Background: an optimization exercise with open tools, aiming at a short achievable clock period and few clock cycles. Do not read the settings as production practice.
Function was checked by simulation only, so behaviour that the tests miss may differ from the original.
No activity file was given, so power comes from the tool's default toggle rates.

Setup of P:
## top
module top (
    input         clk,
    input         reset,
    output [31:0] PC,
    input  [31:0] Instr,
    output        MemWrite,
    output [31:0] DataAdr,
    output [31:0] WriteData,
    input  [31:0] ReadData
);
    reg  [31:0] pc_f;
    reg         v_d;
    reg  [31:0] ir_d;
    reg  [31:0] pc8_d, pc4_d;
    reg  [3:0]  ra2_d;               
    reg         aimm_d;              
    reg         bimm_d;              
    reg  [31:0] imm_d;               
    reg         pred_d;
    reg         cross_d;             
    reg         v_e;
    reg  [31:0] a_e, b_e, sd_e;
    reg  [31:0] pc4_e;
    reg  [3:0]  cond_e;
    reg  [3:0]  rd_e;
    reg         dp_e, ld_e, st_e, br_e, s_e, pred_e;
    reg  [1:0]  aluc_e;
    reg         add_e, sub_e, and_e, orr_e;    
    reg         fN, fZ, fC, fV;
    reg         mw_m, ld_m, wr_m;
    reg  [3:0]  rd_m;
    reg  [31:0] adr_m, wd_m;
    reg  [32*15-1:0] rf;              
    assign PC        = pc_f;
    assign MemWrite  = mw_m;
    assign DataAdr   = adr_m;
    assign WriteData = wd_m;
    function [64:0] ks32;
        input [31:0] a, b;
        input        ci;
        reg   [31:0] g, p, gn, pn, c;
        integer k, i;
        begin
            p = a ^ b;
            g = a & b;
            g[0] = g[0] | (p[0] & ci);
            for (k = 1; k < 32; k = k * 2) begin
                for (i = 0; i < 32; i = i + 1) begin
                    if (i >= k) begin
                        gn[i] = g[i] | (p[i] & g[i-k]);
                        pn[i] = p[i] & p[i-k];
                    end else begin
                        gn[i] = g[i];
                        pn[i] = p[i];
                    end
                end
                g = gn;
                p = pn;
            end
  ...
==> flow/config.mk <==
export PLATFORM = sky130hd
export DESIGN_NAME = top
export DESIGN_NICKNAME = top
export VERILOG_FILES = /design/flow/design.v
export SDC_FILE = /design/flow/constraint.sdc
export NUM_CORES = 4
export LEC_CHECK = 0
export ABC_CLOCK_PERIOD_IN_PS = 1000
export CAP_MARGIN = 20
export CORE_MARGIN = 2
export CORE_UTILIZATION = 50
export PLACE_DENSITY = 0.65
export SETUP_SLACK_MARGIN = 5
export SLEW_MARGIN = 20
==> flow/constraint.sdc <==
create_clock -name core_clock -period 11.0 [get_ports {clk}]
set_input_delay 2.2000 -clock core_clock [delete_from_list [all_inputs] [get_ports {clk}]]
set_output_delay 2.2000 -clock core_clock [all_outputs]
set_load 0.01 [all_outputs]
standard.sh (not shown) runs the stock make flow with config.mk's settings and CLKGATE_MAP_FILE= SYNTH_SCRIPT=/design/flow/synth_recipe.tcl, a recipe that flattens the netlist after the stock synthesis.
==> flow/flow/run.sh <==
#!/bin/bash
# Own flow: the standard layout (standard.sh) with these changes.
#  - Synthesis maps with a mapping-only ABC script (flow/abc_map.script) and
#    without the full/half adder cells, so the RTL's parallel-prefix adders
#    keep their depth. Registers are untouched by both changes.
#  - The standard synthesis runs first; its netlist gives the names of the
#    few registers that synthesis leaves unnamed (see flow/fast_synth.tcl).
#  - Ports are buffered with buf_4 rather than the smallest buffer (a delay
#    cell that resizing could not swap out), and resizing may swap a cell
#    for one of another footprint.
# Each step's full output: std_synth.log, run_make.log, and ORFS's own logs
# under orfs/logs.
set -uo pipefail
HERE=$(pwd)
MARGIN=${MARGIN:-7.6}
RES=orfs/results/${FLOW_PLATFORM:-sky130hd}/top/base
bash standard.sh synth > std_synth.log 2>&1 || { tail -20 std_synth.log; exit 1; }
cp $RES/1_2_yosys.v std_netlist.v
rm -rf orfs
export FAST_ABC_SCRIPT=$HERE/flow/abc_map.script
export STD_NETLIST=$HERE/std_netlist.v
bash standard.sh SYNTH_SCRIPT=$HERE/flow/fast_synth.tcl ADDER_MAP_FILE= \
    SETUP_SLACK_MARGIN=$MARGIN MATCH_CELL_FOOTPRINT=0 \
    "BUFFER_PORTS_ARGS=-buffer_cell sky130_fd_sc_hd__buf_4" finish > run_make.log 2>&1
st=$?
tail -20 run_make.log
exit $st
Other scripts of this flow, unchanged in this note and not shown: flow/flow/abc_map.script, flow/flow/fast_synth.tcl
Testbench counts of P, summed over its fixed seeds: cycles 40,666.
#### Input delta (Q over P)
Settings: CORE_UTILIZATION changed from 50 to 55; PLACE_DENSITY changed from 0.65 to 0.7.
-- flow/flow/run.sh --
<<< P, line 15
MARGIN=${MARGIN:-7.6}
>>> Q, line 15
MARGIN=${MARGIN:-7.9}
Findings:
Combinational group share of total power is higher on Q. Comparing the two runs side by side, Q comes out behind P on clock period minus worst slack. In the tables for Q and P, area growth from synthesis to layout reads higher with Q. Status: flip-flop and latch count parity (Q, P). Final clock period utilization by the worst path up 0.62 points in Q wrt P. Non-clock buffer count was lower in the run labelled P. On Q: length of routed met3 wiring is about 17% higher than what P gave. Looking at achievable clock frequency across Q and P, the one that comes out higher is P. Changes observed in Q relative to P: number of gates given a new drive strength after cts shows an increase of 70%, die area shows a reduction of about 9%.

[afterwards: timing with drivers on the ports]
No port has a modelled driver above. Below, the same layouts with a new extraction and two added sets of constraints.
Step 1, drivers: a clkbuf_16 drives clk and a buf_2 each remaining input, both assumed.
Step 2 times the ports against the registers' clock, not the clock port: input delays grow and output delays shrink by t, the midpoint of the rising clock arrivals with the driver on.
Three values: ideal, step 1, step 2; two values: the first two.
run	t (ns)	slack for setup (ns)	worst data-port slew with drivers (ns)	pins driven straight from the clock port
P	0.780	7.485 / 7.402 / 6.811	0.06	1
Q	0.766	7.417 / 7.417 / 6.796	0.08	1
After both steps setup and hold are still met in every run listed. For P, which loses most, drivers alone change the setup slack by -0.083 ns; drivers and shift together by -0.674 ns.
